From an optimization exercise on the open Yosys and OpenROAD flow, aimed at small area; shortcuts taken in it are not production practice. RTL that was checked went through simulation tests only; none was proved equivalent to the original. The flow treats the clock pin as an ideal source, which a real chip does not have. Power is estimated from default activity; no workload was simulated.

// c6288_top
module c6288_top (clk,
    in256, in239, in222, in205, in188, in171, in154, in137, in120, in103, in86, in69, in52, in35, in18, in1, in528, in511, in494, in477, in460, in443, in426, in409, in392, in375, in358, in341, in324, in307, in290, in273,
    out6287, out6288, out6280, out6270, out6260, out6250, out6240, out6230, out6220, out6210, out6200, out6190, out6180, out6170, out6160, out6150, out6123, out5971, out5672, out5308, out4946, out4591, out4241, out3895, out3552, out3211, out2877, out2548, out2223, out1901, out1581, out545);
==> flow/config.mk <==
export PLATFORM = sky130hd
export DESIGN_NAME = c6288_top
export DESIGN_NICKNAME = c6288_top
export VERILOG_FILES = /design/flow/design.v
export SDC_FILE = /design/flow/constraint.sdc
export NUM_CORES = 4
export LEC_CHECK = 0
export CAP_MARGIN = 20
export CORE_MARGIN = 2
export CORE_UTILIZATION = 40
export GPL_TIMING_DRIVEN = 0
export SLEW_MARGIN = 20
export SYNTH_HIERARCHICAL = 1
export SYNTH_MINIMUM_KEEP_SIZE = 0
==> flow/constraint.sdc <==
create_clock -name core_clock -period 10.0 [get_ports {clk}]
set_input_delay 2.0000 -clock core_clock [delete_from_list [all_inputs] [get_ports {clk}]]
set_output_delay 2.0000 -clock core_clock [all_outputs]
set_load 0.01 [all_outputs]
standard.sh (not shown) runs the stock make flow with config.mk's settings and CLKGATE_MAP_FILE= SYNTH_SCRIPT=/design/flow/synth_recipe.tcl, a recipe that flattens the netlist after the stock synthesis.
==> flow/flow/run.sh <==
#!/bin/bash
set -euo pipefail
bash standard.sh \
  "BUFFER_PORTS_ARGS=-inputs -buffer_cell sky130_fd_sc_hd__buf_1" \
  "PRE_GLOBAL_PLACE_TCL=$PWD/flow/outbuf.tcl" \
  "PRE_CTS_TCL=$PWD/flow/clkbuf.tcl" \
  "CTS_ARGS=-clk_nets clk -dont_use_dummy_load" \
  finish > standard_flow.log 2>&1
==> flow/flow/clkbuf.tcl <==
# Clock tree by hand: the clock port drives two clock buffers, each driving the
# flip-flops of one half of the core (split at the median x), placed at the
# centre of its flip-flops.  TritonCTS is then told to skip the clock net.
set block [ord::get_db_block]
set dbu [$block getDbUnitsPerMicron]
set sinks {}
foreach pin [get_pins -of_objects [get_nets clk] -filter "direction == input"] {
  set inst [[ord::get_db_block] findInst [get_full_name [get_cells -of_objects $pin]]]
  set loc [$inst getLocation]
  lappend sinks [list [lindex $loc 0] [lindex $loc 1] [get_full_name $pin]]
}
set sinks [lsort -real -index 0 $sinks]
set n [llength $sinks]
set half [expr { $n / 2 }]
set groups [list [lrange $sinks 0 [expr { $half - 1 }]] [lrange $sinks $half end]]
set i 0
foreach g $groups {
  set sx 0.0; set sy 0.0; set pins {}
  foreach s $g {
    set sx [expr { $sx + [lindex $s 0] }]
    set sy [expr { $sy + [lindex $s 1] }]
    lappend pins [get_pins [lindex $s 2]]
  }
  set x [expr { $sx / [llength $g] / $dbu }]
  set y [expr { $sy / [llength $g] / $dbu }]
  insert_buffer -buffer_cell sky130_fd_sc_hd__clkbuf_8 -net clk -load_pins $pins \
    -location [list $x $y] -buffer_name clkbuf_h$i -net_name clk_h$i
  incr i
}
puts "clock split into $i buffers over $n flip-flops"
global_connect
detailed_placement
==> flow/flow/outbuf.tcl <==
# Buffer every output port with the smallest buffer and keep those buffers
# (global_place.tcl's remove_buffers would otherwise take them out again).
# The inputs are buffered by the standard buffer_ports call after this hook.
buffer_ports -outputs -buffer_cell sky130_fd_sc_hd__buf_1
# connect the new buffers' power and ground pins by the design's global rules
global_connect
set n 0
foreach port [get_ports out*] {
  set net [get_nets [get_full_name $port]]
  foreach pin [get_pins -of_objects $net -filter "direction == output"] {
    set_dont_touch [get_cells -of_objects $pin]
    incr n
  }
}
puts "dont_touch set on $n output buffers"
if { $n != 32 } { error "expected 32 output buffers, found $n" }
Rerun with:
==> flow/flow/run.sh (replaced) <==
#!/bin/bash
set -euo pipefail
bash standard.sh \
  "BUFFER_PORTS_ARGS=-inputs -buffer_cell sky130_fd_sc_hd__buf_1" \
  "PRE_GLOBAL_PLACE_TCL=$PWD/flow/outbuf.tcl" \
  "CTS_ARGS=-sink_clustering_enable -repair_clock_nets -buf_list sky130_fd_sc_hd__clkbuf_8 -root_buf sky130_fd_sc_hd__clkbuf_8 -sink_clustering_size 32 -sink_clustering_max_diameter 400 -dont_use_dummy_load" \
  finish > standard_flow.log 2>&1
- CORE_UTILIZATION: 40 -> 60
removed: flow/flow/clkbuf.tcl
The new run produced a clean layout; first-iteration DRC count grows by 7.5%; die area is lower by 32%; power goes up by 2.4%; via count drops by 1.2%.
Rerun with:
- ABC_AREA: not set -> 1
- CORE_UTILIZATION: 60 -> 40
Wire length went up by 9.9%; design area went up by 6.7%; worst setup slack gains 0.064 ns.
Rerun with:
--- a/flow/flow/outbuf.tcl
+++ b/flow/flow/outbuf.tcl
@@ -3,6 +3,4 @@
 # The inputs are buffered by the standard buffer_ports call after this hook.
 buffer_ports -outputs -buffer_cell sky130_fd_sc_hd__buf_1
-# connect the new buffers' power and ground pins by the design's global rules
-global_connect
 set n 0
 foreach port [get_ports out*] {
- ABC_AREA: 1 -> not set
What happened: Cell area falls by 5.0%. Routed wire length goes down by 5.5%. Global-route usage shrinks by 0.64 points. Cell count drops by 16%. Setup slack degrades by 0.082 ns. Clock-buffer cell count stays the same. Utilization drops by 0.11 points. Sequential share of layout area climbs by 0.45 points.

c6288_top, a different RTL version from the one above (not shown whole).
Size: roughly 32 flip-flops, roughly 6500 um^2 of cells after synthesis.
==> flow/design.v (excerpt) <==
module c6288_top (clk,
    in256, in239, in222, in205, in188, in171, in154, in137, in120, in103, in86, in69, in52, in35, in18, in1, in528, in511, in494, in477, in460, in443, in426, in409, in392, in375, in358, in341, in324, in307, in290, in273,
    out6287, out6288, out6280, out6270, out6260, out6250, out6240, out6230, out6220, out6210, out6200, out6190, out6180, out6170, out6160, out6150, out6123, out5971, out5672, out5308, out4946, out4591, out4241, out3895, out3552, out3211, out2877, out2548, out2223, out1901, out1581, out545);
clock: 10.0 ns
lec_check: 0
cap_margin: 20
core_margin: 2
core_utilization: 40
gpl_timing_driven: 0
slew_margin: 20
synth_hierarchical: 1
synth_minimum_keep_size: 0
==> flow/flow/run.sh <==
#!/bin/bash
set -euo pipefail
bash standard.sh \
  "BUFFER_PORTS_ARGS=-inputs -buffer_cell sky130_fd_sc_hd__buf_1" \
  "PRE_GLOBAL_PLACE_TCL=$PWD/flow/outbuf.tcl" \
  "PRE_CTS_TCL=$PWD/flow/clkbuf.tcl" \
  "CTS_ARGS=-clk_nets clk -dont_use_dummy_load" \
  finish > standard_flow.log 2>&1
Other scripts of this flow, unchanged in this note and not shown: flow/flow/clkbuf.tcl, flow/flow/outbuf.tcl
The baseline completed with no timing, DRC or antenna violations.
Edit:
--- a/flow/flow/run.sh
+++ b/flow/flow/run.sh
@@ -5,2 +5,3 @@
   "PRE_GLOBAL_PLACE_TCL=$PWD/flow/outbuf.tcl" \
+  "POST_FLOORPLAN_TCL=$PWD/flow/downsize.tcl" \
   "PRE_CTS_TCL=$PWD/flow/clkbuf.tcl" \
==> flow/flow/downsize.tcl (new file) <==
# Area recovery after synthesis: ABC sizes some logic gates up for a load it
# assumes; set every such gate back to its smallest (_1) size with the same
# function.  The later timing repairs size gates up again where a path needs it.
set n 0
foreach inst [[ord::get_db_block] getInsts] {
  set m [[$inst getMaster] getName]
  if { [regexp {^(sky130_fd_sc_hd__(a21oi|a21o|and2|or2|o21ai|nand2|nor2|xnor2|xor2|inv|ha|fa))_[248]$} $m -> base] } {
    replace_cell [$inst getName] ${base}_1
    incr n
  }
}
puts "downsized $n gates"
--- a/flow/config.mk
+++ b/flow/config.mk
@@ -11,2 +11,3 @@
 export GPL_TIMING_DRIVEN = 0
+export SETUP_SLACK_MARGIN = -0.4
 export SLEW_MARGIN = 20
Sequential share of layout area is about the same.
Global-route usage climbs by 0.68 points.
Cell area hardly moves.
Sequential power hardly moves.
Utilization grows by 0.12 points.
Setup slack degrades by 0.32 ns.
Via count grows by about 0.7%.
Power goes down by 0.78%.
Function was not checked in any run of this note: the RTL went through the layout flow alone.

job 101:
c6288_top, a different RTL version from the one above (not shown whole).
Size in the first run: roughly 600 cells after synthesis, roughly 32 flip-flops, roughly 65 I/O pins.
==> flow/config.mk <==
export PLATFORM = sky130hd
export DESIGN_NAME = c6288_top
export DESIGN_NICKNAME = c6288_top
export VERILOG_FILES = /design/flow/design.v
export SDC_FILE = /design/flow/constraint.sdc
export NUM_CORES = 4
export LEC_CHECK = 0
export CAP_MARGIN = 20
export CORE_MARGIN = 2
export CORE_UTILIZATION = 40
export SLEW_MARGIN = 20
export SYNTH_HIERARCHICAL = 1
export SYNTH_MINIMUM_KEEP_SIZE = 0
==> flow/constraint.sdc <==
create_clock -name core_clock -period 10.0 [get_ports {clk}]
set_input_delay 2.0000 -clock core_clock [delete_from_list [all_inputs] [get_ports {clk}]]
set_output_delay 2.0000 -clock core_clock [all_outputs]
set_load 0.01 [all_outputs]
==> flow/flow/run.sh <==
#!/bin/bash
set -euo pipefail
BUF=${PORT_BUF:-sky130_fd_sc_hd__buf_1}
bash standard.sh "BUFFER_PORTS_ARGS=-buffer_cell $BUF" finish > standard_flow.log 2>&1
The inputs of job 102 differ from those of job 101 as listed below.
- CTS_BUF_LIST newly set to sky130_fd_sc_hd__clkbuf_8
- CTS_CLUSTER_DIAMETER newly set to 200
- CTS_CLUSTER_SIZE newly set to 40
==> flow/flow/run.sh <==
#!/bin/bash
set -euo pipefail
bash standard.sh \
  "BUFFER_PORTS_ARGS=-inputs -buffer_cell sky130_fd_sc_hd__buf_2" \
  "PRE_GLOBAL_PLACE_TCL=$PWD/flow/outbuf.tcl" \
  finish > standard_flow.log 2>&1
==> flow/flow/outbuf.tcl (new file) <==
# Buffer every output port with the smallest buffer and keep those buffers
# (global_place.tcl's remove_buffers would otherwise take them out again).
# The inputs are buffered by the standard buffer_ports call after this hook.
buffer_ports -outputs -buffer_cell sky130_fd_sc_hd__buf_1
foreach port [get_ports out*] {
  foreach pin [get_pins -of_objects [get_nets -of_objects $port] -filter "direction == output"] {
    set_dont_touch [get_cells -of_objects $pin]
  }
}
[summary]
The log for job 102 ends in global placement with error STA-0100, so the run never completed. Job 101 and job 102 ended up with roughly the same count of distinct cell types in the synthesized netlist. Synthesized-area fraction occupied by ao, oa, aoi and oai cells: job 101 vs job 102 identical. From job 101 to job 102 the numbers moved as follows: number of top-level pins held steady; post-synthesis simple-gate area fraction held steady; sequential area share after synthesis did not really move. Summary of job 102 over job 101: share of synthesized cell area in full adder, half adder and majority cells held steady; initial core utilization held steady; count of input and output buffers shrank by 32; number of storage elements in the synthesis netlist held steady; mapped cell area held steady. Synthesized area per cell: job 101 vs job 102 identical.

separate check: timing with driven ports:
The results above use ideal ports. As a check the final layouts listed here were re-extracted and re-timed, cells and wires unchanged. Step 1 sets driving cells, clkbuf_16 on the clock port and buf_2 on the other inputs (assumed; they add their load-dependent delay and slew). Step 2 adds t to the input delays and takes it off the output delays; t is the mean of the earliest and latest rising clock arrival at the registers after step 1. Input paths then give back, and output paths get back, about the clock's delay inside the block. Slacks: ideal / step 1 / step 2; pairs: ideal / step 1.
run | t, ns | setup slack, ns | clock arrival spread, ns
the first run of note 1 | 0.226 | 0.276 / 0.300 / 0.074 | 0.003 / 0.003
the second run of note 1 | 0.336 | 0.307 / 0.315 / -0.021 | 0.017 / 0.017
the third run of note 1 | 0.335 | 0.372 / 0.383 / 0.048 | 0.016 / 0.016
the fourth run of note 1 | 0.349 | 0.289 / 0.298 / -0.052 | 0.010 / 0.011
the first run of note 2 | 0.224 | 0.579 / 0.613 / 0.389 | 0.016 / 0.016
the second run of note 2 | 0.228 | 0.260 / 0.301 / 0.073 | 0.021 / 0.020
job 101 | 0.333 | 0.699 / 0.714 / 0.382 | 0.007 / 0.007
Met with ideal ports but missed after step 2: setup timing in the second run of note 1 and the fourth run of note 1. For the fourth run of note 1, which loses most, drivers alone change the setup slack by +0.009 ns; drivers and shift together by -0.341 ns.
